Context: an optimization exercise on an open-source flow, tuned for small area. The choices shown serve that exercise and are no tape-out recipe.
Only simulation tests tie the RTL to the original design; equivalence was not proved.
Power and IR drop assume default switching activity.

<file path="design/flow/config.mk">
export PLATFORM = sky130hd
export DESIGN_NAME = finalproject
export DESIGN_NICKNAME = finalproject
export VERILOG_FILES = /design/flow/design.v
export SDC_FILE = /design/flow/constraint.sdc
export NUM_CORES = 4
export LEC_CHECK = 0
export CAP_MARGIN = 20
export CORE_MARGIN = 2
export CORE_UTILIZATION = 40
export SLEW_MARGIN = 20
</file>
<file path="design/flow/constraint.sdc">
create_clock -name core_clock -period 10.0 [get_ports {clk}]
set_input_delay 2.0000 -clock core_clock [delete_from_list [all_inputs] [get_ports {clk}]]
set_output_delay 2.0000 -clock core_clock [all_outputs]
set_load 0.01 [all_outputs]
</file>
<file path="design/flow/design.v">
module finalproject(clk, rst, rows, LEDs, columns, signalout, ss1, ss2, ss3, ss4, ss5, ss6);
input clk;
input rst;
input [3:0] rows;
output [9:0] LEDs;
output [3:0] columns;
output signalout;
output [6:0] ss1, ss2, ss3, ss4, ss5, ss6;
wire [3:0] tone;
keypadwithtones kwt(.clk(clk), .rst(rst), .rows(rows), .LEDs(LEDs), .columns(columns), .tone(tone));
toneprocessor tp(.clk(clk), .rst(rst), .tone(tone), .signalout(signalout));
rotatingdisplay rd(.clk(clk), .rst(rst), .ss1(ss1), .ss2(ss2), .ss3(ss3), .ss4(ss4), .ss5(ss5), .ss6(ss6));
endmodule
module keypadwithtones(clk, rst, rows, LEDs, columns, tone);
input clk;
input rst;
input [3:0] rows;
output reg [9:0] LEDs;
output [3:0] columns;
output reg [3:0] tone;    
localparam SA = 3'd0, WB = 3'd1, SB = 3'd2, CK2 = 3'd3, WC = 3'd4, SC = 3'd5, CK4 = 3'd6;
reg [2:0] st;
reg [12:0] c;
reg [15:0] button;
reg m;
wire sa = (st == SA), wb = (st == WB), sb = (st == SB), ck2 = (st == CK2);
wire wc = (st == WC), sc = (st == SC), ck4 = (st == CK4);
wire scan = sa | sb | sc;
assign columns[0] = scan & c[0];
assign columns[1] = ~(scan & c[0] & ~c[1]);
assign columns[2] = ~(scan & c[1] & ~c[2]);
assign columns[3] = ~(scan & c[2]);
wire scan_end = scan & c[2];
wire wb_end = wb & c[0] & ~c[1] & c[6] & ~c[8] & c[9] & ~c[11] & ~c[12];
wire wc_end = wc & ~c[0] & c[1] & c[2] & c[3] & c[4] & ~c[5] & c[6] & ~c[7] & ~c[8] & ~c[9] & ~c[11];
wire [12:0] c_step = {c[11:0], ~(c[12] ^ c[11] ^ c[9] ^ c[8])};
wire c_clr = rst | scan_end | wb_end | wc_end | ck2 | ck4;
wire [3:0] val = ~rows;
wire eq = (val == button[11:8]);
wire [15:0] b = {button[11:0], button[15:12]};
wire [3:0] k1, k0;
assign k1[0] = b[0] | b[2] | b[5] | b[8] | b[10] | b[11] | b[13] | b[15];
assign k0[0] = b[1] | b[3] | b[4] | b[6] | b[7] | b[9] | b[12] | b[14];
assign k1[1] = b[2] | b[3] | b[4] | b[8] | b[9] | b[11] | b[12] | b[13];
assign k0[1] = b[0] | b[1] | b[5] | b[6] | b[7] | b[10] | b[14] | b[15];
assign k1[2] = b[1] | b[2] | b[3] | b[5] | b[9] | b[11] | b[14] | b[15];
assign k0[2] = b[0] | b[4] | b[6] | b[7] | b[8] | b[10] | b[12] | b[13];
assign k1[3] = b[3] | b[6] | b[10] | b[11] | b[12] | b[13] | b[14] | b[15];
assign k0[3] = b[0] | b[1] | b[2] | b[4] | b[5] | b[7] | b[8] | b[9];
wire nz = k1[0] | k0[0];
wire multi = |(k1 & k0);
wire take = ck2 & ~m & ~multi;
wire [3:0] addk = take ? k1 : 4'd0;
always @(posedge clk) begin
  if (rst) begin
    LEDs <= 10'd0;
    tone <= 4'd0;
  end else begin
    LEDs <= LEDs + addk;
    if (take & nz) tone <= k1;
    else if (ck4 & ~nz) tone <= 4'd0;
  end
end
always @(posedge clk) begin
  if (rst) st <= SA;
  else case (st)
    SA:  if (scan_end) st <= WB;
    WB:  if (wb_end) st <= SB;
    SB:  if (scan_end) st <= CK2;
    CK2: st <= (nz & ~m) ? WC : SA;
    WC:  if (wc_end) st <= SC;
    SC:  if (scan_end) st <= CK4;
    CK4: st <= nz ? WC : SA;
    default: ;
  endcase
end
always @(posedge clk) begin
  c <= c_clr ? 13'd0 : c_step;
  button <= {button[11:0], (sa | sc) ? val : button[15:12]};
  m <= (m & ~sa) | (sb & ~eq);
end
endmodule
module toneprocessor(clk, rst, tone, signalout);
input clk;
input rst;
input [3:0] tone;
output reg signalout;
reg [16:0] mc;
reg [1:0] region;
localparam [255:0] LM1 = {16'd11943, 16'd12650, 16'd14203, 16'd15942, 16'd17895, 16'd18959, 16'd21281, 16'd23888, 16'd25389, 16'd28408, 16'd31887, 16'd35802, 16'd37920, 16'd42564, 16'd47754, 16'd1135};
localparam [255:0] HB = {16'd11943, 16'd12650, 16'd14203, 16'd15942, 16'd17895, 16'd18959, 16'd21281, 16'd23888, 16'd25308, 16'd28408, 16'd31887, 16'd35802, 16'd37920, 16'd42564, 16'd47754, 16'd1135};
localparam [15:0] DT = 16'hfc84;
wire [15:0] lm1 = LM1[tone*16 +: 16];
wire [15:0] hb = HB[tone*16 +: 16];
wire d = DT[tone];
function ltc;
  input [15:0] x, y;
  input cin;
  integer i;
  reg cy;
  begin
    cy = cin;
    for (i = 0; i < 16; i = i + 1)
      cy = (~x[i] & y[i]) | (~x[i] & cy) | (y[i] & cy);
    ltc = cy;
  end
endfunction
wire a = ~mc[16] & ltc(mc[15:0], lm1, 1'b0);    
wire b = ltc(mc[16:1], hb, d | ~mc[0]);         
always @(posedge clk) begin
  if (rst) begin
    signalout <= 1'b0;
    mc <= 17'd0;
    region <= 2'd0;
  end else begin
    case (region)
    2'd0: begin
      mc <= mc + 1'b1;
      if (a) signalout <= 1'b0; else region <= 2'd1;
    end
    2'd1: begin
      mc <= mc + 1'b1;
      if (!a && b) signalout <= 1'b1; else region <= 2'd2;
    end
    2'd2: begin
      if (!b) begin signalout <= 1'b0; mc <= 17'd0; end
      else begin region <= 2'd0; mc <= mc + 1'b1; end
    end
    default: ;
    endcase
  end
end
endmodule
module rotatingdisplay(clk, rst, ss1, ss2, ss3, ss4, ss5, ss6);
input clk;
input rst;
output [6:0] ss1, ss2, ss3, ss4, ss5, ss6;
reg [15:0] counter;
reg [3:0] idx;
reg full;
wire [3:0] idx_next;
assign idx_next[0] = 16'h82cf >> idx;
assign idx_next[1] = 16'h33d4 >> idx;
assign idx_next[2] = 16'hd4d2 >> idx;
assign idx_next[3] = 16'h1f8a >> idx;
wire step = counter[0] & counter[1] & counter[2] & ~counter[3] & ~counter[4] & ~counter[5] & ~counter[6] & counter[7]
          & ~counter[8] & ~counter[9] & ~counter[11] & counter[12] & ~counter[14] & counter[15];
always @(posedge clk) begin
  counter <= (rst | step) ? 16'd0 : {counter[14:0], ~(counter[15] ^ counter[14] ^ counter[12] ^ counter[3])};
  if (rst) begin
    idx <= 4'd8;
    full <= 1'b0;
  end else if (step) begin
    idx <= idx_next;
    if (idx == 4'd6) full <= 1'b1;
  end
end
assign ss1[0] = 32'h20642164 >> {full, idx};
assign ss1[1] = 32'h70957195 >> {full, idx};
assign ss1[2] = 32'h789d799d >> {full, idx};
assign ss1[3] = 32'h40f341f3 >> {full, idx};
assign ss1[4] = 32'h04400540 >> {full, idx};
assign ss1[5] = 32'h08480948 >> {full, idx};
assign ss1[6] = 32'he354e354 >> {full, idx};
assign ss2[0] = 32'h008d058d >> {full, idx};
assign ss2[1] = 32'hc05ec55e >> {full, idx};
assign ss2[2] = 32'hc35ec75e >> {full, idx};
assign ss2[3] = 32'ha0d3a5d3 >> {full, idx};
assign ss2[4] = 32'h10801580 >> {full, idx};
assign ss2[5] = 32'h03800780 >> {full, idx};
assign ss2[6] = 32'h0cfc0dfc >> {full, idx};
assign ss3[0] = 32'h820a970a >> {full, idx};
assign ss3[1] = 32'h22f837f8 >> {full, idx};
assign ss3[2] = 32'h2ef83ff8 >> {full, idx};
assign ss3[3] = 32'ha0e6b5e6 >> {full, idx};
assign ss3[4] = 32'hc000d500 >> {full, idx};
assign ss3[5] = 32'h8c009d00 >> {full, idx};
assign ss3[6] = 32'h93c997c9 >> {full, idx};
assign ss4[0] = 32'h2a207f20 >> {full, idx};
assign ss4[1] = 32'h8ac5dfc5 >> {full, idx};
assign ss4[2] = 32'h9bc5dfc5 >> {full, idx};
assign ss4[3] = 32'ha0adf5ad >> {full, idx};
assign ss4[4] = 32'h00305530 >> {full, idx};
assign ss4[5] = 32'h11205520 >> {full, idx};
assign ss4[6] = 32'hcea2dfa2 >> {full, idx};
assign ss5[0] = 32'h09055d15 >> {full, idx};
assign ss5[1] = 32'h89aaddba >> {full, idx};
assign ss5[2] = 32'hcdaaddba >> {full, idx};
assign ss5[3] = 32'h822fd73f >> {full, idx};
assign ss5[4] = 32'h00415551 >> {full, idx};
assign ss5[5] = 32'h44015511 >> {full, idx};
assign ss5[6] = 32'hb931fd31 >> {full, idx};
assign ss6[0] = 32'h050a555a >> {full, idx};
assign ss6[1] = 32'ha721f771 >> {full, idx};
assign ss6[2] = 32'hb731f771 >> {full, idx};
assign ss6[3] = 32'h2a2b7f7b >> {full, idx};
assign ss6[4] = 32'h008255d2 >> {full, idx};
assign ss6[5] = 32'h10125552 >> {full, idx};
assign ss6[6] = 32'h45675577 >> {full, idx};
endmodule
</file>
<file path="design/flow/flow/run.sh">
#!/bin/bash
# Layout flow: the standard synthesis, then the combinational logic between
# the flip-flops is re-mapped for area with ABC (flip-flops untouched: same
# instances, names and cell types), then the standard layout from
# floorplan to finish on the re-mapped netlist.
set -euo pipefail
HERE=$(pwd)
FLOWDIR=$HERE/flow
PLAT=${FLOW_PLATFORM:-sky130hd}
LIB=$FLOW_HOME/platforms/$PLAT/lib/sky130_fd_sc_hd__tt_025C_1v80.lib
RES=$HERE/orfs/results/$PLAT/finalproject/base
YOSYS=$(command -v yosys || echo "$FLOW_HOME/../tools/install/yosys/bin/yosys")

# Port buffers: the smallest buffer cell.
export BUFFER_PORTS_ARGS="-buffer_cell sky130_fd_sc_hd__buf_1"
# Clock tree without dummy load cells.
export CTS_ARGS="-sink_clustering_enable -repair_clock_nets -dont_use_dummy_load"

# 1. standard synthesis
bash standard.sh synth > "$HERE/log_1_synth.txt" 2>&1

# 2. re-map the logic: several ABC runs (random seeds of &deepsyn), keep the
#    smallest; then again from that one
cp "$RES/1_2_yosys.v" "$HERE/std_1_2_yosys.v"
python3 "$FLOWDIR/mkcells.py" "$LIB" "$HERE/cells_comb.v" > "$HERE/log_2_mkcells.txt" 2>&1
DONTUSE=""
for c in $(grep -o 'cell *( *"\?sky130_fd_sc_hd__\(lpflow_[a-z0-9_]*\|probec\?_p_8\)' "$LIB" | sed 's/.*sky130/sky130/' | sort -u); do
  DONTUSE="$DONTUSE -dont_use $c"
done
run_one() {
  local s=$1 in=$2 d=$HERE/resyn_$1
  mkdir -p "$d"
  sed -e "s/SEED/$s/" "$FLOWDIR/area.abc" > "$d/area.abc"
  sed -e "s#LIBFILE#$LIB#g" -e "s#CELLFILE#$HERE/cells_comb.v#" -e "s#INFILE#$in#" \
      -e "s#TOPNAME#$FLOW_TOP#" -e "s#DONTUSE#$DONTUSE#" -e "s#ABCSCRIPT#$d/area.abc#" \
      -e "s#STATFILE#$d/stat.txt#" -e "s#OUTFILE#$d/resyn.v#" "$FLOWDIR/resyn.ys" > "$d/resyn.ys"
  "$YOSYS" -l "$d/log.txt" -q "$d/resyn.ys" > /dev/null 2>&1 || true
}
# best of a set of seeds: prints "seed area"
best_of() {
  local best="" besta=""
  for s in "$@"; do
    local f=$HERE/resyn_$s/stat.txt
    [ -f "$f" ] && [ -s "$HERE/resyn_$s/resyn.v" ] || continue
    local a
    a=$(grep "Chip area for module" "$f" | awk '{print $NF}')
    echo "seed $s area $a" >> "$HERE/log_2_resyn_summary.txt"
    if [ -z "$best" ] || awk "BEGIN{exit !($a < $besta)}"; then best=$s; besta=$a; fi
  done
  echo "$best $besta"
}
run_pass() {
  local in=$1; shift
  for s in "$@"; do
    run_one $s "$in" &
    while [ "$(jobs -r | wc -l)" -ge "${NUM_CORES:-4}" ]; do sleep 1; done
  done
  wait
}
PASSES=("0 1 2 3 4 5 6 7 8 9 10 11" "20 21 22 23 24 25 26 27 28 29 30 31" "40 41 42 43 44 45 46 47")
IN="$HERE/std_1_2_yosys.v"
BEST=""; BESTA=""
for P in "${PASSES[@]}"; do
  run_pass "$IN" $P
  read B A < <(best_of $P)
  echo "pass from $IN: seed $B area $A" >> "$HERE/log_2_resyn_summary.txt"
  if [ -n "$B" ] && { [ -z "$BEST" ] || awk "BEGIN{exit !($A < $BESTA)}"; }; then BEST=$B; BESTA=$A; fi
  [ -n "$BEST" ] && IN="$HERE/resyn_$BEST/resyn.v"
done
echo "chosen seed $BEST" >> "$HERE/log_2_resyn_summary.txt"
if [ -n "$BEST" ]; then
  cp "$HERE/resyn_$BEST/resyn.v" "$RES/1_2_yosys.v"
  touch "$RES/1_2_yosys.v"
fi

# 3. standard layout on the re-mapped netlist (1_synth.odb is rebuilt from it)
bash standard.sh > "$HERE/log_3_layout.txt" 2>&1
</file>
<file path="design/flow/flow/area.abc">
strash
&get -n
&deepsyn -T 20 -S SEED
&put
dch -f
amap
</file>
<file path="design/flow/flow/mkcells.py">
import re
import sys
t=open(sys.argv[1]).read()
out=[]
for m in re.finditer(r'\n\s*cell\s*\(\s*"?(\w+)"?\s*\)\s*\{', t):
    name=m.group(1)
    start=m.end(); depth=1; i=start
    while depth:
        if t[i]=='{': depth+=1
        elif t[i]=='}': depth-=1
        i+=1
    body=t[start:i]
    if re.search(r'\b(ff|latch|statetable)\s*\(', body): continue
    pins=[]; funcs={}
    for pm in re.finditer(r'\n\s*pin\s*\(\s*"?(\w+)"?\s*\)\s*\{', body):
        pn=pm.group(1); s=pm.end(); d=1; j=s
        while d:
            if body[j]=='{': d+=1
            elif body[j]=='}': d-=1
            j+=1
        pb=body[s:j]
        dirm=re.search(r'direction\s*:\s*"?(\w+)"?',pb)
        # only top-level attributes: strip nested groups
        top=re.sub(r'\{[^{}]*\}','',pb)
        while re.search(r'\{[^{}]*\}',top): top=re.sub(r'\{[^{}]*\}','',top)
        fm=re.search(r'\bfunction\s*:\s*"([^"]*)"',top)
        pins.append((pn,dirm.group(1) if dirm else None))
        if fm: funcs[pn]=fm.group(1)
    outs=[p for p,d in pins if d=='output']
    if not outs or any(o not in funcs for o in outs): continue
    ins=[p for p,d in pins if d=='input']
    v=f"module {name}({', '.join(ins+outs)});\n"
    for p in ins: v+=f"  input {p};\n"
    for p in outs:
        f=funcs[p].replace('!','~')
        f=re.sub(r'\)\s*\(', ')&(', f)
        f=re.sub(r'(\w)\s+(\w)', r'\1&\2', f)
        f=re.sub(r'(\w)\s+(\w)', r'\1&\2', f)
        v+=f"  output {p};\n  assign {p} = {f};\n"
    v+="endmodule\n"
    out.append(v)
open(sys.argv[2],'w').write("".join(out))
</file>
<file path="design/flow/flow/resyn.ys">
# Re-map the combinational logic of the standard synthesis netlist for area.
# The flip-flops stay exactly as standard synthesis made them (same instances,
# names and cell types); only the logic between them is re-synthesized.
read_liberty -lib LIBFILE
read_verilog -overwrite CELLFILE
read_verilog INFILE
hierarchy -top TOPNAME
flatten
rename -hide w:_*_.*
techmap
opt -purge
abc -liberty LIBFILE DONTUSE -script ABCSCRIPT
opt_clean -purge
hilomap -singleton -hicell sky130_fd_sc_hd__conb_1 HI -locell sky130_fd_sc_hd__conb_1 LO
insbuf -buf sky130_fd_sc_hd__buf_4 A X
splitnets
opt_clean -purge
check
tee -o STATFILE stat -liberty LIBFILE
write_verilog -noattr -noexpr -nohex -nodec OUTFILE
</file>
<file path="design/flow/standard.sh">
#!/bin/bash
# synth_recipe.tcl (not shown) runs the flow's synth.tcl, then flattens the netlist and writes it again
# the make line also repeats each setting of config.mk as NAME=value (left out here)
make -C /OpenROAD-flow-scripts/flow DESIGN_CONFIG=/design/flow/config.mk WORK_HOME=/design/flow/orfs CLKGATE_MAP_FILE= SYNTH_SCRIPT=/design/flow/synth_recipe.tcl "${@:-finish}"
</file>
==> results.yml, run 1 <==
outcome:
  status: "complete, no violations"
grt:
  grt_max_degree: 27
  grt_pass1_wl_um: 18910
  globalRouteOverflowTotal: 0
  grt_pass1_vias: 4080
  antenna_found_initial: 0
  grt_use_total_pct: 20.49
power:
  leakagePower_nw: 1.595
  powerDensity_mw_per_mm2: 124.4
  ir_worst_vdd_uv: 110.1
timing:
  setup_violations: 0
  slew_violations: 0
  finalClockSkew_ns: 0.02345
  finalCritPeriodShare_pct: 56.21
  setup_tns_ns: 0
  relSlewSlack_pct: 38.04
  rsz0062_at_grt: "no"
  hold_viol: 0
  worstMarginPinSlew_ns: 0.9254
  finalCriticalPeriod_ns: 5.621
  fmax_ghz: 0.1779
setup_path:
  cp_cell_sequence: "clkinv_1 > nor2_1 > clkinv_1 > o221ai_1 > nor2_1 > nor2_1 > nor3_1 > nor3_1 > or2_0 > o21bai_1 > buf_1"
  crit_family: "simple AND/OR/NAND/NOR gates"
  worstSetupPathDepth: 11
  reg2reg_depth: 22
  cpMaxStageDelayCell: "nor2_1"
  rrSetupSlack_ns: 5.14
  critPathMostFrequentCell: "nor2_1"
  cp.arrival_ns: 3.62
  cp.required_ns: 8.00
  cp_max_fo: 12
  path_buf_inv: 3
  cpPeakStageDelay_ns: 0.48
  path_class: "reg2out"
  worstSetupStartpointType: "register"
  cp-end-kind: "output port"
floorplanning:
  core_mm2: 0.01028
  die_y_um: 106.8
  fp.dieW_um: 106.8
  rows: 37
  io_pins: 63
  start_util_pct: 41.16
  dieArea_mm2: 0.01141
finish:
  area_growth_pct: 12.72
  fin_util_pct: 46.40
  fillers: 1094
  drive_above_1_share_pct: 1.662
  diodes: 0
  nNetsFinal: 670
yosys:
  mappedNetlistNets: 596
  netlist_instances: 590
  ys_warn_count: 3
  netlist_area_mm2: 0.004230
  avgSynthCellArea_um2: 7.170
hold_path:
  holdPathStages: 0
  holdCritPathClass: "reg2reg"
run:
  timing.max_cap.violations: 0
drt:
  drc_errors: 0
  vias: 4337
  drtPass1Iterations: 5
  wl_per_cell_um: 13.86
  totalWireLength_um: 11060
  drt_first_iter_violations: 298
  ant_nets: 0
  vias_per_cell: 5.435
clock_tree:
  post_cts_resized: 0
  htreeDepth: 3
  root_buffer: "clkbuf_8"
  cts_hold_buf: 0
  cts.clk_slew.worst_paths_ns: 0.07
  cts_max_path_buffers: 2
  numCtsBuffers: 9
  cts_post_setup_buffers_inserted: 0
  cts_tree: "done"
  clk_latency_ns: 0.36
  clock_sinks: 88
placed_design:
  io_buffers: 62
  place.gp.congestion: 0.9461
  dp_hpwl_um: 8420
==> cell usage in the layout (no fill, tap or decap), types with 2 or more instances in the layout <==
master	instances
o21bai_1	2
dfxtp_1	88
clkinv_1	73
or4_1	3
nor4_1	11
a22oi_1	3
clkbuf_8	9
buf_1	62
o21a_1	3
o22ai_1	20
a21oi_1	40
o32a_1	2
o21ai_0	47
and3_1	7
a211oi_1	13
nand2_1	36
a31oi_1	2
nand4_1	3
nor2b_1	8
nor3_1	32
and2_0	8
nand3_1	3
o221ai_1	6
or2_0	9
nor2_1	143
o211ai_1	4
or3_1	3
a2111oi_0	3
a221oi_1	4
o32ai_1	3
==> metrics by stage <==
| stage | instances | cell area [um2] | worst slack, ns | hold slack (ns) | total power, W |
|---|---|---|---|---|---|
| 3_3_place_gp | 789 | 4641 | 4.640 | 0.3571 | 0.0004142 |
| 6_report | 798 | 4768 | 4.379 | 0.3583 | 0.0005931 |
| 5_1_grt | 798 | 4768 | 4.001 | 0.3773 | 0.0006235 |
| 3_5_place_dp | 789 | 4641 | 4.789 | 0.3611 | 0.0004148 |
| 4_1_cts | 798 | 4765 | 4.389 | 0.3565 | 0.0006012 |
| 2_1_floorplan | 590 | 4230 | 5.487 | 0.3453 | 0.0004017 |
==> report_power, final <==
| part | internal (W) | switching [W] |
|---|---|---|
| Combinational | 0.0000101 | 0.0000189 |
| Sequential | 0.000365 | 0.0000128 |
| Clock | 0.0000806 | 0.000106 |
==> registers in the layout, indices dropped and copies added (netlist names), 3 cells and up <==
signal	cells
kwt.LEDs	10
rd.idx	4
kwt.button	16
kwt.st	3
kwt.c	13
kwt.tone	4
tp.mc	17
rd.counter	16
==> worst paths after layout <==
path                       from       endpoint
setup reg to reg    kwt.tone[3]       tp.mc[3]
hold / removal    kwt.button[2]  kwt.button[6]
hold reg to reg   kwt.button[2]  kwt.button[6]
setup / recovery      rd.idx[3]         ss6[2]
==> per-layer routing <==
| layer | global-route usage [%] | routed length, um | share of wire (%) | vias up |
|---|---|---|---|---|
| met4 | 7.421 | 232 | 2.1 | 0 |
| met3 | 4.195 | 605 | 5.5 | 19 |
| met2 | 34.12 | 5063 | 46 | 142 |
| met1 | 26.27 | 5160 | 47 | 1955 |
| met5 | 0 | 0 | 0 | - |
| li1 | - | - | - | 2221 |
==> layout make-up <==
class	instances	area, um2	area share [%]
multi-input combinational	429	2198	46.10
sequential	88	1762	36.95
inverter	73	274.0	5.747
timing repair buffer	63	240.2	5.038
tap	136	170.2	3.569
clock buffer	9	123.9	2.598
==> worst reg2reg max path, cell delays in order (launching register included) <==
cell	delay (ns)
dfxtp_1	0.45
clkinv_1	0.28
nor2_1	0.30
clkinv_1	0.17
o22ai_1	0.21
nor2b_1	0.13
o21ai_0	0.32
o22ai_1	0.12
o21ai_0	0.20
o21a_1	0.15
o22ai_1	0.08
o21a_1	0.11
a221oi_1	0.19
a2111oi_0	0.10
or4_1	0.42
o311ai_0	0.10
o221ai_1	0.18
nand2_1	0.08
nand2_1	0.05
o21ai_0	0.16
nand2_1	0.17
o21ai_2	0.62
nor3_1	0.14
==> run 2, diff against run 1 <==
--- a/design/flow/flow/run.sh
+++ b/design/flow/flow/run.sh
@@ -58,14 +58,17 @@
   wait
 }
-PASSES=("0 1 2 3 4 5 6 7 8 9 10 11" "20 21 22 23 24 25 26 27 28 29 30 31" "40 41 42 43 44 45 46 47")
-IN="$HERE/std_1_2_yosys.v"
-BEST=""; BESTA=""
-for P in "${PASSES[@]}"; do
-  run_pass "$IN" $P
-  read B A < <(best_of $P)
-  echo "pass from $IN: seed $B area $A" >> "$HERE/log_2_resyn_summary.txt"
-  if [ -n "$B" ] && { [ -z "$BEST" ] || awk "BEGIN{exit !($A < $BESTA)}"; }; then BEST=$B; BESTA=$A; fi
-  [ -n "$BEST" ] && IN="$HERE/resyn_$BEST/resyn.v"
-done
+# pass 1 from the standard netlist, pass 2 from the best of pass 1
+P1="0 1 2 3 4 5 6 7"
+P2="10 11 12 13 14 15 16 17"
+run_pass "$HERE/std_1_2_yosys.v" $P1
+read B1 A1 < <(best_of $P1)
+echo "pass 1: seed $B1 area $A1" >> "$HERE/log_2_resyn_summary.txt"
+BEST=$B1
+if [ -n "$B1" ]; then
+  run_pass "$HERE/resyn_$B1/resyn.v" $P2
+  read B2 A2 < <(best_of $P2)
+  echo "pass 2: seed $B2 area $A2" >> "$HERE/log_2_resyn_summary.txt"
+  if [ -n "$B2" ] && awk "BEGIN{exit !($A2 < $A1)}"; then BEST=$B2; fi
+fi
 echo "chosen seed $BEST" >> "$HERE/log_2_resyn_summary.txt"
 if [ -n "$BEST" ]; then
==> run 2 against run 1 <==
  * Still clean on timing, DRC and antenna
  * Register-to-register slack about the same
  * Cell count unchanged
  * Clock skew unchanged
  * Clock power about the same
  * Area after synthesis unchanged
  * Combinational power about the same
  * Via count unchanged
  * Die area unchanged
  * Global-route usage unchanged
  * First-iteration DRC count unchanged
  * Non-clock buffer count unchanged
  * Largest cell class unchanged
  * Largest power group unchanged
==> results.yml, run 2 <==
outcome:
  status: "complete, no violations"
power:
  seqPwrFrac_pct: 63.7
  swShare_pct: 23.17
  leakagePower_nw: 1.595
  powerDensity_mw_per_mm2: 124.4
  p_sw_w: 0.0001374
  clkPwrFrac_pct: 31.4
  pwr-share-comb_pct: 4.9
  ir_worst_vdd_uv: 110.1
  intPower_w: 0.0004556
timing:
  finalClockSkew_ns: 0.02345
  finalCriticalPeriod_ns: 5.621
  rsz0062_at_grt: "no"
  slew_violations: 0
  relSlewSlack_pct: 38.04
  hold_viol: 0
  fmax_ghz: 0.1779
  setup_tns_ns: 0
  finalCritPeriodShare_pct: 56.21
  setup_violations: 0
  worstMarginPinSlew_ns: 0.9254
clock_tree:
  cts_hold_buf: 0
  cts_post_setup_buffers_inserted: 0
  cts.clk_slew.worst_paths_ns: 0.07
  cts_max_path_buffers: 2
  htreeDepth: 3
  post_cts_resized: 0
  cts_tree: "done"
  numCtsBuffers: 9
  clk_latency_ns: 0.36
  root_buffer: "clkbuf_8"
  clock_sinks: 88
floorplanning:
  io_pins: 63
  start_util_pct: 41.16
  fp.dieW_um: 106.8
  dieArea_mm2: 0.01141
  die_y_um: 106.8
  rows: 37
  core_mm2: 0.01028
run:
  timing.max_cap.violations: 0
placed_design:
  io_buffers: 62
  place.gp.congestion: 0.9461
  placedCellCount: 789
  dp_hpwl_um: 8420
  place_area_mm2: 0.004641
yosys:
  netlist_area_mm2: 0.004230
  ys_warn_count: 3
  avgSynthCellArea_um2: 7.170
  netlist_instances: 590
  mappedNetlistNets: 596
finish:
  multiInputGateArea_mm2: 0.002198
  final_area_mm2: 0.004768
  drive_above_1_share_pct: 1.662
  area_growth_pct: 12.72
  seq_area_mm2: 0.001762
  layout_common_cells: "nor2_1, dfxtp_1, clkinv_1"
  stdcell_count: 798
  top_regs: "tp.mc: 17 flops, kwt.button: 16 flops, rd.counter: 16 flops"
  diodes: 0
  fin_util_pct: 46.40
  final_common_cell: "nor2_1"
  largest-register: "tp.mc"
  fillers: 1094
  largest_reg_flops: 17
  nNetsFinal: 670
grt:
  globalRouteOverflowTotal: 0
  grt_use_total_pct: 20.49
  grt_max_degree: 27
  grt_pass1_vias: 4080
  grt_pass1_wl_um: 18910
  antenna_found_initial: 0
setup_path:
  reg2reg_depth: 22
  cp-end-kind: "output port"
  cp.required_ns: 8.00
  path_class: "reg2out"
  rrSetupSlack_ns: 5.14
  r2r-end: "tp.mc[3]"
  r2r-start: "kwt.tone[3]"
  worstSetupStartpointType: "register"
  cp.arrival_ns: 3.62
  cp_max_fo: 12
hold_path:
  holdCritPathClass: "reg2reg"
  min_from: "kwt.button[2]"
  holdPathStages: 0
  holdPathEnd: "kwt.button[6]"
drt:
  vias_per_cell: 5.435
  drc_errors: 0
  vias: 4337
  drt_first_iter_violations: 298
  wl_per_cell_um: 13.86
  top_layer: "met4"
  drtPass1Iterations: 5
  wl_met2_um: 5063
  totalWireLength_um: 11060
  wl_met3_um: 605
  ant_nets: 0
  drt-met1-wl_um: 5160
run 2: critical path: stages, from the launching register on:
cell and delay (ns):
dfxtp_1 0.47, clkinv_1 0.38, nor2_1 0.48, clkinv_1 0.34, o221ai_1 0.38, nor2_1 0.16, nor2_1 0.19, nor3_1 0.11
nor3_1 0.31, or2_0 0.18, o21bai_1 0.11, buf_1 0.17
run 2: final cells by class:
cell class	instances	share of cell area, %
multi-input cells	429	46.10
repair buffers	63	5.038
well taps	136	3.569
inverters	73	5.747
clock buffers	9	2.598
flip-flops and latches	88	36.95
run 2: how the worst max path moves through the flow:
stage | startpoint | end | slack (ns) | depth (start not counted)
final | rd.idx[3] | ss6[2] | 4.38 | 11
after global routing | rd.idx[3] | ss6[2] | 4.00 | 11
after CTS | rd.idx[3] | ss6[2] | 4.39 | 11
after detailed placement | rd.idx[3] | ss6[2] | 4.79 | 11
after global placement | rd.idx[3] | ss6[2] | 4.64 | 11
after floorplan | kwt.tone[3] | tp.mc[3] | 5.49 | 22
run 2: power groups by stage:
stage               Combinational, W  Clock [W]  Sequential [W]
global placement           0.0000289          0        0.000385
floorplan                  0.0000203          0        0.000381
CTS                        0.0000294   0.000194        0.000378
finish                     0.0000289   0.000186        0.000378
detailed placement         0.0000292          0        0.000386
global route               0.0000332   0.000210        0.000380
run 2: metal layers:
metal | up-vias | track usage (%)
met5 | - | 0
met4 | 0 | 7.421
met3 | 19 | 4.195
met2 | 142 | 34.12
met1 | 1955 | 26.27
li1 | 2221 | -
run 2: stage by stage:
| stage | hold slack (ns) | power (W) | setup WS [ns] |
|---|---|---|---|
| after detailed placement | 0.3611 | 0.0004148 | 4.789 |
| after floorplan | 0.3453 | 0.0004017 | 5.487 |
| after CTS | 0.3565 | 0.0006012 | 4.389 |
| after global placement | 0.3571 | 0.0004142 | 4.640 |
| after global routing | 0.3773 | 0.0006235 | 4.001 |
| final | 0.3583 | 0.0005931 | 4.379 |
==> run 3, diff against run 2 <==
--- a/design/flow/design.v
+++ b/design/flow/design.v
@@ -21,5 +21,7 @@
 localparam SA = 3'd0, WB = 3'd1, SB = 3'd2, CK2 = 3'd3, WC = 3'd4, SC = 3'd5, CK4 = 3'd6;
 reg [2:0] st;
-reg [12:0] c;
+reg [12:0] cs;                  
+localparam [12:0] CP = 13'h0aaa;
+wire [12:0] c = cs ^ CP;
 reg [15:0] button;
 reg m;
@@ -76,5 +78,5 @@
 end
 always @(posedge clk) begin
-  c <= c_clr ? 13'd0 : c_step;
+  cs <= c_clr ? CP : c_step ^ CP;
   button <= {button[11:0], (sa | sc) ? val : button[15:12]};
   m <= (m & ~sa) | (sb & ~eq);
@@ -86,5 +88,6 @@
 input [3:0] tone;
 output reg signalout;
-reg [16:0] mc;
+reg [16:0] mcn;            
+wire [16:0] mc = ~mcn;
 reg [1:0] region;
 localparam [255:0] LM1 = {16'd11943, 16'd12650, 16'd14203, 16'd15942, 16'd17895, 16'd18959, 16'd21281, 16'd23888, 16'd25389, 16'd28408, 16'd31887, 16'd35802, 16'd37920, 16'd42564, 16'd47754, 16'd1135};
@@ -111,19 +114,19 @@
   if (rst) begin
     signalout <= 1'b0;
-    mc <= 17'd0;
+    mcn <= 17'h1ffff;
     region <= 2'd0;
   end else begin
     case (region)
     2'd0: begin
-      mc <= mc + 1'b1;
+      mcn <= mcn - 1'b1;
       if (a) signalout <= 1'b0; else region <= 2'd1;
     end
     2'd1: begin
-      mc <= mc + 1'b1;
+      mcn <= mcn - 1'b1;
       if (!a && b) signalout <= 1'b1; else region <= 2'd2;
     end
     2'd2: begin
-      if (!b) begin signalout <= 1'b0; mc <= 17'd0; end
-      else begin region <= 2'd0; mc <= mc + 1'b1; end
+      if (!b) begin signalout <= 1'b0; mcn <= 17'h1ffff; end
+      else begin region <= 2'd0; mcn <= mcn - 1'b1; end
     end
     default: ;
@@ -136,5 +139,7 @@
 input rst;
 output [6:0] ss1, ss2, ss3, ss4, ss5, ss6;
-reg [15:0] counter;
+reg [15:0] cnts;                
+localparam [15:0] DP = 16'haaaa;
+wire [15:0] counter = cnts ^ DP;
 reg [3:0] idx;
 reg full;
@@ -147,5 +152,5 @@
           & ~counter[8] & ~counter[9] & ~counter[11] & counter[12] & ~counter[14] & counter[15];
 always @(posedge clk) begin
-  counter <= (rst | step) ? 16'd0 : {counter[14:0], ~(counter[15] ^ counter[14] ^ counter[12] ^ counter[3])};
+  cnts <= (rst | step) ? DP : {counter[14:0], ~(counter[15] ^ counter[14] ^ counter[12] ^ counter[3])} ^ DP;
   if (rst) begin
     idx <= 4'd8;
==> run 3 against run 2 <==
  * Die area decreased by 0.29%
  * Cell area shrank 0.18%
  * Sequential power rose by 16%
  * Largest power group unchanged
==> results.yml, run 3 <==
floorplanning:
  core_mm2: 0.01028
  fp.dieW_um: 106.7
  start_util_pct: 41.04
  die_y_um: 106.7
  dieArea_mm2: 0.01138
  io_pins: 63
  rows: 37
power:
  pwr-share-comb_pct: 11.9
  p_sw_w: 0.0002004
  seqPwrFrac_pct: 61.8
  ir_worst_vdd_uv: 126.8
  intPower_w: 0.0005076
  leakagePower_nw: 1.678
  powerDensity_mw_per_mm2: 148.7
  clkPwrFrac_pct: 26.3
  swShare_pct: 28.31
drt:
  vias: 4319
  drtPass1Iterations: 5
  wl_per_cell_um: 13.89
  vias_per_cell: 5.460
  totalWireLength_um: 10990
  drt_first_iter_violations: 263
  drc_errors: 0
  ant_nets: 0
run:
  timing.max_cap.violations: 0
clock_tree:
  htreeDepth: 3
  post_cts_resized: 0
  cts_max_path_buffers: 2
  numCtsBuffers: 9
  cts_post_setup_buffers_inserted: 0
  cts_tree: "done"
  cts.clk_slew.worst_paths_ns: 0.08
  root_buffer: "clkbuf_8"
  clk_latency_ns: 0.36
  cts_hold_buf: 0
  clock_sinks: 88
finish:
  fillers: 1126
  area_growth_pct: 12.84
  drive_above_1_share_pct: 1.679
  diodes: 0
  final_common_cell: "nor2_1"
  nNetsFinal: 663
  largest_reg_flops: 17
  largest-register: "tp.mcn"
  layout_common_cells: "nor2_1, dfxtp_1, nand2_1"
  top_regs: "tp.mcn: 17 flops, kwt.button: 16 flops, rd.cnts: 16 flops"
placed_design:
  io_buffers: 62
  place.gp.congestion: 0.9752
  dp_hpwl_um: 8423
setup_path:
  cp-end-kind: "output port"
  cp.required_ns: 8.00
  path_class: "reg2out"
  cp.arrival_ns: 3.20
  cp_max_fo: 18
  worstSetupStartpointType: "register"
grt:
  globalRouteOverflowTotal: 0
  antenna_found_initial: 0
  grt_max_degree: 27
  grt_use_total_pct: 20.02
  busiest_layer: "met2"
  grt_pass1_wl_um: 18460
  grt_pass1_vias: 3924
  met2_usage_pct: 32.07
  use_met1_pct: 26.61
  met3_usage_pct: 3.283
yosys:
  netlist_instances: 582
  netlist_area_mm2: 0.004218
  mappedNetlistNets: 588
  ys_warn_count: 3
  avgSynthCellArea_um2: 7.247
timing:
  finalCritPeriodShare_pct: 52.02
  hold_ws_ns: 0.3559
  worstMarginPinSlew_ns: 0.9716
  setup_violations: 0
  relSlewSlack_pct: 34.92
  hold_viol: 0
  finalClockSkew_ns: 0.03887
  fmax_ghz: 0.1922
  finalCriticalPeriod_ns: 5.202
  slew_violations: 0
  rsz0062_at_grt: "no"
  setup_tns_ns: 0
hold_path:
  holdCritPathClass: "reg2reg"
outcome:
  status: "complete, no violations"
==> run 3: per-stage QoR <==
stage | utilization (%) | instance area, um2 | total power (W) | cells | worst slack, ns
2_1_floorplan | - | 4218 | 0.0004962 | 582 | 5.880
3_3_place_gp | 45.11 | 4636 | 0.0005291 | 782 | 5.198
3_5_place_dp | 45.11 | 4636 | 0.0005299 | 782 | 5.200
4_1_cts | 46.31 | 4760 | 0.0007186 | 791 | 4.808
5_1_grt | 46.31 | 4760 | 0.0007519 | 791 | 4.358
6_report | 46.31 | 4760 | 0.0007080 | 791 | 4.798
==> run 3: worst paths after layout <==
path	startpoint	endpoint	slack, ns	depth (start not counted)
min reg2reg	kwt.button[3]	kwt.button[7]	0.36	0
max	rd.idx[3]	ss1[1]	4.80	11
min	kwt.button[3]	kwt.button[7]	0.36	0
max reg2reg	kwt.tone[3]	tp.mcn[15]	5.22	22
==> run 3: power by group through the flow <==
stage	clock network [W]	logic, W	registers [W]
2_1_floorplan	0	0.0000638	0.000432
3_3_place_gp	0	0.0000841	0.000445
3_5_place_dp	0	0.0000848	0.000445
4_1_cts	0.000196	0.0000853	0.000438
5_1_grt	0.000208	0.0000971	0.000446
6_report	0.000186	0.0000841	0.000438
==> run 3: area by class of cell <==
type	count	area [um2]	area share, %
multi-input cells	430	2216	46.56
flip-flops and latches	88	1762	37.01
inverters	64	240.2	5.047
repair buffers	64	247.7	5.205
clock buffers	9	123.9	2.603
well taps	136	170.2	3.575
==> run 3: critical path, cell delays in order, from the launching register on <==
cell and delay, ns:
dfxtp_1 0.57, clkinv_1 0.53, nor2_1 0.33, clkinv_1 0.28
nor2_1 0.23, clkinv_1 0.17, nor2_1 0.27, nor2_1 0.10
nand2_1 0.08, nand2_1 0.07, nor2_1 0.09, buf_1 0.15
==> run 3: layer usage <==
metal | part of all wire, % | wire length (um)
met5 | 0 | 0
met4 | 1.7 | 187
met3 | 5.8 | 642
met2 | 46 | 5037
met1 | 47 | 5118
==> run 4, diff against run 3 <==
--- a/design/flow/flow/run.sh
+++ b/design/flow/flow/run.sh
@@ -59,6 +59,6 @@
 }
 # pass 1 from the standard netlist, pass 2 from the best of pass 1
-P1="0 1 2 3 4 5 6 7"
-P2="10 11 12 13 14 15 16 17"
+P1="$(seq -s ' ' 0 47)"
+P2="$(seq -s ' ' 50 73)"
 run_pass "$HERE/std_1_2_yosys.v" $P1
 read B1 A1 < <(best_of $P1)
==> run 4 against run 3 <==
  * Largest cell class unchanged
  * Highest routed layer unchanged
  * Utilization is 0.37 points lower
  * Register-to-register slack improved by 0.14 ns
  * Routed wire length is 2.7% lower
  * Cell count grew 0.63%
  * Count of clock-buffer cells in the layout unchanged
  * Die area is 1.2% lower
  * Setup slack worse by 0.49 ns
  * Sequential share of layout area rose by 0.46 points
  * Clock power about the same
  * Synthesized cell count grew 1.0%
  * Worst hold slack got worse by 0.0028 ns
==> results.yml, run 4 <==
drt:
  drc_errors: 0
  wl_per_cell_um: 13.43
  ant_nets: 0
  vias_per_cell: 5.364
  drtPass1Iterations: 5
  totalWireLength_um: 10690
  vias: 4270
  drt_first_iter_violations: 289
finish:
  nNetsFinal: 668
  diodes: 0
  largest-register: "tp.mcn"
  drive_above_1_share_pct: 1.515
  largest_reg_flops: 17
  final_area_mm2: 0.004701
  top_regs: "tp.mcn: 17 flops, kwt.button: 16 flops, rd.cnts: 16 flops"
  layout_common_cells: "nor2_1, dfxtp_1, clkinv_1"
  area_growth_pct: 12.82
  final_common_cell: "nor2_1"
timing:
  setup_violations: 0
  slew_violations: 0
  finalClockSkew_ns: 0.03563
  fmax_ghz: 0.1755
  relSlewSlack_pct: 37.32
  rsz0062_at_grt: "no"
  setup_tns_ns: 0
  hold_viol: 0
  worst_slack_ns: 4.303
  finalCritPeriodShare_pct: 56.97
  finalCriticalPeriod_ns: 5.697
  worstMarginPinSlew_ns: 0.9330
power:
  powerDensity_mw_per_mm2: 131.7
  ir_worst_vdd_uv: 115.1
  leakagePower_nw: 1.654
clock_tree:
  clock_sinks: 88
  post_cts_resized: 0
  numCtsBuffers: 9
  clk_latency_ns: 0.36
  cts_tree: "done"
  cts_post_setup_buffers_inserted: 0
  cts.clk_slew.worst_paths_ns: 0.10
  cts_max_path_buffers: 2
  root_buffer: "clkbuf_8"
  cts_hold_buf: 0
  htreeDepth: 3
setup_path:
  r2r-start: "kwt.tone[0]"
  reg2reg_depth: 22
  cp_cell_sequence: "clkinv_1 > nor2_1 > clkinv_1 > nor2_1 > clkinv_1 > nor2_1 > nor2_1 > nand2_1 > nand2_1 > nor2_1 > nor2_1 > nor3_1 > nor2b_1 > buf_1"
  path_class: "reg2out"
  critPathMostFrequentCell: "nor2_1"
  cpPeakStageDelay_ns: 0.52
  path_buf_inv: 4
  cp_max_fo: 18
  cp.required_ns: 8.00
  r2r-end: "tp.mcn[7]"
  worstSetupStartpointType: "register"
  cpMaxStageDelayCell: "dfxtp_1"
  cp-end-kind: "output port"
  rrSetupSlack_ns: 5.36
  cp.arrival_ns: 3.70
  crit_family: "simple AND/OR/NAND/NOR gates"
floorplanning:
  core_mm2: 0.01023
  rows: 37
  start_util_pct: 40.72
  io_pins: 63
  die_y_um: 106.1
  fp.dieW_um: 106.1
  dieArea_mm2: 0.01125
hold_path:
  holdPathStages: 1
  holdPathEnd: "kwt.cs[5]"
  min_from: "kwt.cs[4]"
  holdCritPathClass: "reg2reg"
yosys:
  avgSynthCellArea_um2: 7.086
  mappedNetlistNets: 594
  netlist_instances: 588
  netlist_area_mm2: 0.004166
  ys_warn_count: 3
placed_design:
  place.gp.congestion: 0.9137
  place_area_mm2: 0.004577
  io_buffers: 62
  dp_hpwl_um: 8268
  preCtsSetupSlack_ns: 4.737
grt:
  grt_pass1_vias: 3917
  grt_pass1_wl_um: 18000
  globalRouteOverflowTotal: 0
  grt_use_total_pct: 19.62
  antenna_found_initial: 0
  grt_max_degree: 23
outcome:
  status: "complete, no violations"
run:
  timing.max_cap.violations: 0
==> run 4: cell type report <==
class / count / area (um2)
fillers: 1118 / 5530
multi-input cells: 434 / 2157
flip-flops and latches: 88 / 1762
inverters: 66 / 247.7
repair buffers: 63 / 240.2
well taps: 136 / 170.2
clock buffers: 9 / 123.9
==> run 4: metal layers <==
metal | GRT usage (%) | wire length, um
met2 | 32.53 | 4806
met5 | 0 | 0
met3 | 3.188 | 599
met4 | 7.331 | 192
met1 | 25.73 | 5093
==> run 4: how the worst max path moves through the flow <==
stage / from / endpoint / depth (start not counted)
detailed placement: rd.idx[3] / ss1[1] / 14
floorplan: rd.idx[3] / ss1[1] / 13
CTS: rd.idx[3] / ss1[1] / 14
finish: rd.idx[3] / ss1[1] / 14
global placement: rd.idx[3] / ss1[1] / 14
global route: rd.idx[3] / ss1[1] / 14
==> run 4: worst reg2reg max path, stage by stage (launching register included) <==
cell and delay [ns]:
dfxtp_1 0.47, clkinv_1 0.32, o21ai_0 0.35, and2_0 0.23, a21oi_1 0.08, nor3_1 0.51
nor4_1 0.15, nor2_1 0.21, o32ai_1 0.10, o32ai_1 0.14, o21ai_0 0.14, o221ai_1 0.10
o211ai_1 0.12, o221ai_1 0.09, o221a_1 0.20, a221oi_1 0.05, a221oi_1 0.26, nor4_1 0.10
nor2_1 0.10, nand2_1 0.07, nand2_1 0.10, clkinv_1 0.41, o211ai_1 0.26
==> run 4: per-stage QoR <==
stage	hold WS (ns)	utilization [%]	power, W	instances
6_report	0.3531	45.95	0.0006192	796
5_1_grt	0.3638	45.95	0.0006509	796
4_1_cts	0.3467	45.95	0.0006282	796
3_5_place_dp	0.3490	44.74	0.0004392	787
3_3_place_gp	0.3464	44.74	0.0004376	787
2_1_floorplan	0.3434	-	0.0004220	588
==> run 4: power by group <==
| group | internal, W | total [W] | switching (W) |
|---|---|---|---|
| Combinational | 0.0000129 | 0.0000370 | 0.0000241 |
| Clock | 0.0000807 | 0.000188 | 0.000107 |
| Sequential | 0.000374 | 0.000394 | 0.0000199 |
| Total | 0.000468 | 0.000619 | 0.000151 |
==> run 5, diff against run 4 <==
--- a/design/flow/flow/run.sh
+++ b/design/flow/flow/run.sh
@@ -59,6 +59,6 @@
 }
 # pass 1 from the standard netlist, pass 2 from the best of pass 1
-P1="$(seq -s ' ' 0 47)"
-P2="$(seq -s ' ' 50 73)"
+P1="0 1 2 3 4 5 6 7 8 9 10 11 12 13 14 15 16 17 18 19 20 21 22 23"
+P2="30 31 32 33 34 35 36 37 38 39 40 41"
 run_pass "$HERE/std_1_2_yosys.v" $P1
 read B1 A1 < <(best_of $P1)
==> run 5 against run 4 <==
  * Cell count unchanged
  * Utilization unchanged
  * Worst hold slack unchanged
  * Clock skew unchanged
  * Synthesized cell count unchanged
  * Die area unchanged
  * Cell area unchanged
  * Routed wire length unchanged
  * Register-to-register slack about the same
  * Sequential power about the same
  * Count of clock-buffer cells in the layout unchanged
  * Sequential share of layout area unchanged
  * Highest routed layer unchanged
==> results.yml, run 5 <==
outcome:
  status: "complete, no violations"
setup_path:
  r2r-start: "kwt.tone[0]"
  cpPeakStageDelay_ns: 0.52
  worstSetupStartpointType: "register"
  endpoint: "ss1[1]"
  path_buf_inv: 4
  reg2reg_depth: 22
  cpMaxStageDelayCell: "dfxtp_1"
  startpoint: "rd.idx[3]"
  cp.arrival_ns: 3.70
  critPathMostFrequentCell: "nor2_1"
  worstSetupPathDepth: 14
  cp.required_ns: 8.00
  rrSetupSlack_ns: 5.36
  r2r-end: "tp.mcn[7]"
  crit_family: "simple AND/OR/NAND/NOR gates"
  cp_cell_sequence: "clkinv_1 > nor2_1 > clkinv_1 > nor2_1 > clkinv_1 > nor2_1 > nor2_1 > nand2_1 > nand2_1 > nor2_1 > nor2_1 > nor3_1 > nor2b_1 > buf_1"
  cp-end-kind: "output port"
  cp_max_fo: 18
  path_class: "reg2out"
finish:
  stdcell_count: 796
  final_common_cell: "nor2_1"
  fillers: 1118
  largest-register: "tp.mcn"
  layout_common_cells: "nor2_1, dfxtp_1, clkinv_1"
  largest_reg_flops: 17
  multiInputGateArea_mm2: 0.002157
  top_regs: "tp.mcn: 17 flops, kwt.button: 16 flops, rd.cnts: 16 flops"
  final_area_mm2: 0.004701
  drive_above_1_share_pct: 1.515
  diodes: 0
  nNetsFinal: 668
  area_growth_pct: 12.82
  seq_area_mm2: 0.001762
timing:
  worst_slack_ns: 4.303
  hold_ws_ns: 0.3531
  setup_violations: 0
  worstMarginPinSlew_ns: 0.9330
  fmax_ghz: 0.1755
  finalCriticalPeriod_ns: 5.697
  rsz0062_at_grt: "no"
  finalClockSkew_ns: 0.03563
  finalCritPeriodShare_pct: 56.97
  slew_violations: 0
  setup_tns_ns: 0
  hold_viol: 0
  relSlewSlack_pct: 37.32
drt:
  drtPass1Iterations: 5
  drc_errors: 0
  ant_nets: 0
  drt_first_iter_violations: 289
  totalWireLength_um: 10690
  vias_per_cell: 5.364
  vias: 4270
  wl_per_cell_um: 13.43
clock_tree:
  htreeDepth: 3
  clk_latency_ns: 0.36
  post_cts_resized: 0
  cts_max_path_buffers: 2
  cts_post_setup_buffers_inserted: 0
  cts_hold_buf: 0
  clock_sinks: 88
  cts_tree: "done"
  root_buffer: "clkbuf_8"
  cts.clk_slew.worst_paths_ns: 0.10
  numCtsBuffers: 9
yosys:
  netlist_area_mm2: 0.004166
  netlist_instances: 588
  avgSynthCellArea_um2: 7.086
  ys_warn_count: 3
  mappedNetlistNets: 594
placed_design:
  preCtsSetupSlack_ns: 4.737
  place_area_mm2: 0.004577
  placedCellCount: 787
  io_buffers: 62
  place.gp.congestion: 0.9137
  dp_hpwl_um: 8268
hold_path:
  holdPathStages: 1
  holdCritPathClass: "reg2reg"
floorplanning:
  die_y_um: 106.1
  rows: 37
  start_util_pct: 40.72
  dieArea_mm2: 0.01125
  io_pins: 63
  fp.dieW_um: 106.1
  core_mm2: 0.01023
grt:
  grt_max_degree: 23
  globalRouteOverflowTotal: 0
  grt_pass1_vias: 3917
  grt_use_total_pct: 19.62
  grt_pass1_wl_um: 18000
  antenna_found_initial: 0
power:
  leakagePower_nw: 1.654
  ir_worst_vdd_uv: 115.1
  powerDensity_mw_per_mm2: 131.7
run:
  timing.max_cap.violations: 0
-- run 5: cell type report --
class	instances	area share, %
multi-input cells	434	45.89
well taps	136	3.620
repair buffers	63	5.110
inverters	66	5.270
flip-flops and latches	88	37.48
clock buffers	9	2.635
-- run 5: metrics by stage --
step | utilization [%] | power (W)
finish | 45.95 | 0.0006192
global route | 45.95 | 0.0006509
floorplan | - | 0.0004220
CTS | 45.95 | 0.0006282
global placement | 44.74 | 0.0004376
detailed placement | 44.74 | 0.0004392
-- run 5: power by group --
| part | switching, W | leakage, nW | internal (W) |
|---|---|---|---|
| registers | 0.0000199 | 0.719 | 0.000374 |
| clock network | 0.000107 | 0.0647 | 0.0000807 |
| logic | 0.0000241 | 0.870 | 0.0000129 |
| total | 0.000151 | 1.65 | 0.000468 |
-- run 5: worst register-to-register path: cells and delay by family (launching register included) --
kind	cells	cell delay, ns
flops	1	0.47
compound gates	12	1.89
simple gates	8	1.47
buf+inv	2	0.73
-- run 5: worst min-delay path by stage --
| stage | from | end | slack [ns] |
|---|---|---|---|
| 2_1_floorplan | kwt.cs[10] | kwt.cs[11] | 0.34 |
| 3_3_place_gp | kwt.cs[10] | kwt.cs[11] | 0.35 |
| 3_5_place_dp | kwt.cs[10] | kwt.cs[11] | 0.35 |
| 4_1_cts | kwt.cs[4] | kwt.cs[5] | 0.35 |
| 5_1_grt | kwt.cs[4] | kwt.cs[5] | 0.36 |
| 6_report | kwt.cs[4] | kwt.cs[5] | 0.35 |
-- run 5: per-layer routing --
| metal | part of all wire [%] | global-route usage (%) |
|---|---|---|
| met4 | 1.8 | 7.331 |
| met2 | 45 | 32.53 |
| met5 | 0 | 0 |
| met1 | 48 | 25.73 |
| met3 | 5.6 | 3.188 |
==> run 6, diff against run 5 <==
==> design/flow/flow/run.sh (replaced) <==
#!/bin/bash
# Layout flow: the standard synthesis, then the combinational logic between
# the flip-flops is re-mapped for area with ABC (flip-flops untouched: same
# instances, names and cell types), then the standard layout from
# floorplan to finish on the re-mapped netlist.
set -euo pipefail
HERE=$(pwd)
FLOWDIR=$HERE/flow
PLAT=${FLOW_PLATFORM:-sky130hd}
LIB=$FLOW_HOME/platforms/$PLAT/lib/sky130_fd_sc_hd__tt_025C_1v80.lib
RES=$HERE/orfs/results/$PLAT/finalproject/base
YOSYS=$(command -v yosys || echo "$FLOW_HOME/../tools/install/yosys/bin/yosys")

# Port buffers: the smallest buffer cell.
export BUFFER_PORTS_ARGS="-buffer_cell sky130_fd_sc_hd__buf_1"
# Clock tree without dummy load cells.
export CTS_ARGS="-sink_clustering_enable -repair_clock_nets -dont_use_dummy_load"

# 1. standard synthesis
bash standard.sh synth > "$HERE/log_1_synth.txt" 2>&1

# 2. re-map the logic: many ABC runs (random seeds of &deepsyn), keep the
#    smallest; then again from that one
cp "$RES/1_2_yosys.v" "$HERE/std_1_2_yosys.v"
python3 "$FLOWDIR/mkcells.py" "$LIB" "$HERE/cells_comb.v" > "$HERE/log_2_mkcells.txt" 2>&1
DONTUSE=""
for c in $(grep -o 'cell *( *"\?sky130_fd_sc_hd__\(lpflow_[a-z0-9_]*\|probec\?_p_8\)' "$LIB" | sed 's/.*sky130/sky130/' | sort -u); do
  DONTUSE="$DONTUSE -dont_use $c"
done
# run_one TAG SEED INPUT: one ABC run (&deepsyn seed SEED) in resyn_TAG_SEED
run_one() {
  local d=$HERE/resyn_$1_$2
  mkdir -p "$d"
  sed -e "s/SEED/$2/" "$FLOWDIR/area.abc" > "$d/area.abc"
  sed -e "s#LIBFILE#$LIB#g" -e "s#CELLFILE#$HERE/cells_comb.v#" -e "s#INFILE#$3#" \
      -e "s#TOPNAME#$FLOW_TOP#" -e "s#DONTUSE#$DONTUSE#" -e "s#ABCSCRIPT#$d/area.abc#" \
      -e "s#STATFILE#$d/stat.txt#" -e "s#OUTFILE#$d/resyn.v#" "$FLOWDIR/resyn.ys" > "$d/resyn.ys"
  "$YOSYS" -l "$d/log.txt" -q "$d/resyn.ys" > /dev/null 2>&1 || true
}
# run_pass TAG INPUT SEEDS...: the runs of one pass, NUM_CORES at a time; then
# prints the folder of the smallest result and its area
run_pass() {
  local tag=$1 in=$2; shift 2
  for s in "$@"; do
    run_one "$tag" "$s" "$in" &
    while [ "$(jobs -r | wc -l)" -ge "${NUM_CORES:-4}" ]; do sleep 1; done
  done
  wait
  local best="" besta=""
  for s in "$@"; do
    local d=$HERE/resyn_${tag}_$s
    [ -f "$d/stat.txt" ] && [ -s "$d/resyn.v" ] || continue
    local a
    a=$(grep "Chip area for module" "$d/stat.txt" | awk '{print $NF}')
    echo "pass $tag seed $s area $a" >> "$HERE/log_2_resyn_summary.txt"
    if [ -z "$best" ] || awk "BEGIN{exit !($a < $besta)}"; then best=$d; besta=$a; fi
  done
  echo "$best $besta"
}
# pass 1 from the standard netlist, pass 2 from the best of pass 1
read D1 A1 < <(run_pass p1 "$HERE/std_1_2_yosys.v" $(seq 0 95))
echo "pass 1 best: $D1 area $A1" >> "$HERE/log_2_resyn_summary.txt"
BEST=$D1
if [ -n "$D1" ]; then
  read D2 A2 < <(run_pass p2 "$D1/resyn.v" $(seq 0 31))
  echo "pass 2 best: $D2 area $A2" >> "$HERE/log_2_resyn_summary.txt"
  if [ -n "$D2" ] && awk "BEGIN{exit !($A2 < $A1)}"; then BEST=$D2; fi
fi
echo "chosen: $BEST" >> "$HERE/log_2_resyn_summary.txt"
if [ -n "$BEST" ]; then
  cp "$BEST/resyn.v" "$RES/1_2_yosys.v"
  touch "$RES/1_2_yosys.v"
fi

# 3. standard layout on the re-mapped netlist (1_synth.odb is rebuilt from it)
bash standard.sh > "$HERE/log_3_layout.txt" 2>&1
==> run 6 against run 5 <==
  * Highest routed layer unchanged
  * Largest cell class unchanged
  * Cell count decreased by 2.9%
  * Still clean on timing, DRC and antenna
  * Sequential share of layout area increased by 0.27 points
  * Utilization decreased by 0.12 points
  * First-iteration DRC count increased by 1.0%
  * Area after synthesis decreased by 0.99%
  * Non-clock buffer count increased by 1
  * Sequential power decreased by 6.3%
  * Combinational power decreased by 46%
  * Largest power group unchanged
==> results.yml, run 6 <==
placed_design:
  placedCellCount: 764
  place.gp.congestion: 0.9285
  io_buffers: 62
  dp_hpwl_um: 7787
  place_area_mm2: 0.004543
timing:
  setup_violations: 0
  hold_viol: 0
  finalClockSkew_ns: 0.02794
  relSlewSlack_pct: 52.76
  slew_violations: 0
  finalCritPeriodShare_pct: 52.28
  setup_tns_ns: 0
  finalCriticalPeriod_ns: 5.228
  worstMarginPinSlew_ns: 0.7021
  fmax_ghz: 0.1913
  rsz0062_at_grt: "no"
clock_tree:
  cts_hold_buf: 0
  numCtsBuffers: 9
  cts_post_setup_buffers_inserted: 0
  post_cts_resized: 0
  cts_tree: "done"
  clock_sinks: 88
  cts.clk_slew.worst_paths_ns: 0.09
  root_buffer: "clkbuf_8"
  cts_max_path_buffers: 2
  clk_latency_ns: 0.35
  htreeDepth: 3
setup_path:
  reg2reg_depth: 30
  cpPeakStageDelay_ns: 0.62
  worstSetupStartpointType: "register"
  startpoint: "rd.idx[1]"
  cp.arrival_ns: 3.23
  r2r-end: "tp.mcn[15]"
  rrSetupSlack_ns: 5.28
  cp_cell_sequence: "clkinv_1 > nor2_1 > clkinv_1 > nor2_1 > a211oi_1 > and3_1 > o21ai_0 > o21ai_0 > nand2_1 > o22ai_1 > buf_1"
  r2r-start: "kwt.tone[2]"
  cp.required_ns: 8.00
  cp_max_fo: 13
  cp-end-kind: "output port"
  cpMaxStageDelayCell: "dfxtp_1"
  path_class: "reg2out"
grt:
  met3_usage_pct: 3.587
  grt_pass1_wl_um: 17910
  grt_max_degree: 25
  globalRouteOverflowTotal: 0
  met2_usage_pct: 31.20
  grt_use_total_pct: 19.20
  antenna_found_initial: 0
  use_met1_pct: 25.82
  grt_pass1_vias: 3953
  busiest_layer: "met2"
yosys:
  mappedNetlistNets: 570
  netlist_instances: 564
  avgSynthCellArea_um2: 7.314
  ys_warn_count: 3
  netlist_area_mm2: 0.004125
run:
  timing.max_cap.violations: 0
finish:
  largest-register: "tp.mcn"
  nNetsFinal: 645
  final_common_cell: "nor2_1"
  area_growth_pct: 13.13
  layout_common_cells: "nor2_1, dfxtp_1, nand2_1"
  final_area_mm2: 0.004667
  fillers: 1090
  stdcell_count: 773
  fin_util_pct: 45.82
  largest_reg_flops: 17
  drive_above_1_share_pct: 1.727
  top_regs: "tp.mcn: 17 flops, kwt.button: 16 flops, rd.cnts: 16 flops"
  diodes: 0
drt:
  ant_nets: 0
  drt_first_iter_violations: 292
  drc_errors: 0
  vias: 4202
  totalWireLength_um: 10390
  drtPass1Iterations: 5
  wl_per_cell_um: 13.44
  vias_per_cell: 5.436
power:
  ir_worst_vdd_uv: 87.44
  leakagePower_nw: 1.631
  powerDensity_mw_per_mm2: 123.4
hold_path:
  holdPathEnd: "kwt.button[9]"
  min_from: "kwt.button[5]"
  holdPathStages: 0
  holdCritPathClass: "reg2reg"
floorplanning:
  core_mm2: 0.01018
  die_y_um: 105.6
  dieArea_mm2: 0.01114
  io_pins: 63
  fp.dieW_um: 105.6
  start_util_pct: 40.50
  rows: 37
outcome:
  status: "complete, no violations"
-- run 6: cell count changes in the layout (fill, tap and decap cells not counted), moves of 3 or more --
| cell | delta |
|---|---|
| a21oi_1 | -12 |
| a311oi_1 | +3 |
| a31oi_1 | +3 |
| clkinv_1 | -4 |
| nand2_1 | +6 |
| nand3_1 | -3 |
| nor2_1 | -20 |
| o21ai_0 | -9 |
| o221a_1 | +4 |
| o22a_1 | +3 |
| o22ai_1 | +4 |
| o32ai_1 | -3 |
| or4_1 | -3 |
-- run 6: stage by stage --
stage | power [W] | worst slack, ns | hold WS, ns
global route | 0.0006036 | 4.442 | 0.3593
floorplan | 0.0003867 | 5.462 | 0.3434
detailed placement | 0.0003965 | 5.211 | 0.3589
finish | 0.0005759 | 4.772 | 0.3482
global placement | 0.0003959 | 5.135 | 0.3499
CTS | 0.0005844 | 4.841 | 0.3472
-- run 6: critical path, delay by kind of cell, from the launching register on --
| family | cells | cell delay (ns) |
|---|---|---|
| DFF | 1 | 0.62 |
| and+or+nand+nor | 4 | 0.92 |
| buffers and inverters | 3 | 0.78 |
| AOI/OAI and AO/OA | 4 | 0.56 |
-- run 6: how the worst max path moves through the flow --
stage,end,slack [ns]
2_1_floorplan,tp.signalout,5.46
3_3_place_gp,ss1[5],5.13
5_1_grt,ss1[5],4.44
3_5_place_dp,ss1[5],5.21
4_1_cts,ss1[5],4.84
6_report,ss1[5],4.77
-- run 6: final cells by class --
class / count / area, um2 / share of cell area [%]
tap: 136 / 170.2 / 3.646
sequential: 88 / 1762 / 37.75
timing repair buffer: 64 / 247.7 / 5.308
inverter: 62 / 232.7 / 4.987
clock buffer: 9 / 123.9 / 2.654
multi-input combinational: 414 / 2131 / 45.66
-- run 6: layer usage --
metal / wire [um] / up-vias
met2: 4777 / 126
met5: 0 / -
li1: - / 2153
met1: 4926 / 1903
met3: 527 / 20
met4: 157 / 0
-- run 6: power breakdown --
part	switching, W	internal, W
sequential	0.00000867	0.000360
combinational	0.0000132	0.00000670
clock	0.000107	0.0000807

static timing again, ports no longer ideal:
In the flow no input, the clock included, has a driving cell. The finished layouts below were timed again as built, in two steps.
Step 1 assumes that a clkbuf_16 drives the clock port and a buf_2 every other input.
Step 2, shift: input delay + t, output delay - t, t = (earliest + latest rising clock arrival at the registers) / 2. This alone moves slack from input paths to output paths.
a / b / c = ideal ports / drivers / drivers and shift; a / b = the first two.
run | t (ns) | slack for setup (ns) | worst setup path after step 2 | latest minus earliest clock arrival (ns)
run 1 | 0.378 | 4.379 / 4.346 / 4.724 | register to output | 0.023 / 0.024
run 2 | 0.378 | 4.379 / 4.346 / 4.724 | register to output | 0.023 / 0.024
run 3 | 0.374 | 4.798 / 4.764 / 5.138 | register to output | 0.039 / 0.039
run 4 | 0.378 | 4.303 / 4.270 / 4.648 | register to output | 0.037 / 0.038
run 5 | 0.378 | 4.303 / 4.270 / 4.648 | register to output | 0.037 / 0.038
run 6 | 0.371 | 4.772 / 4.740 / 5.111 | register to output | 0.028 / 0.028
After both steps setup and hold are still met in every run listed.
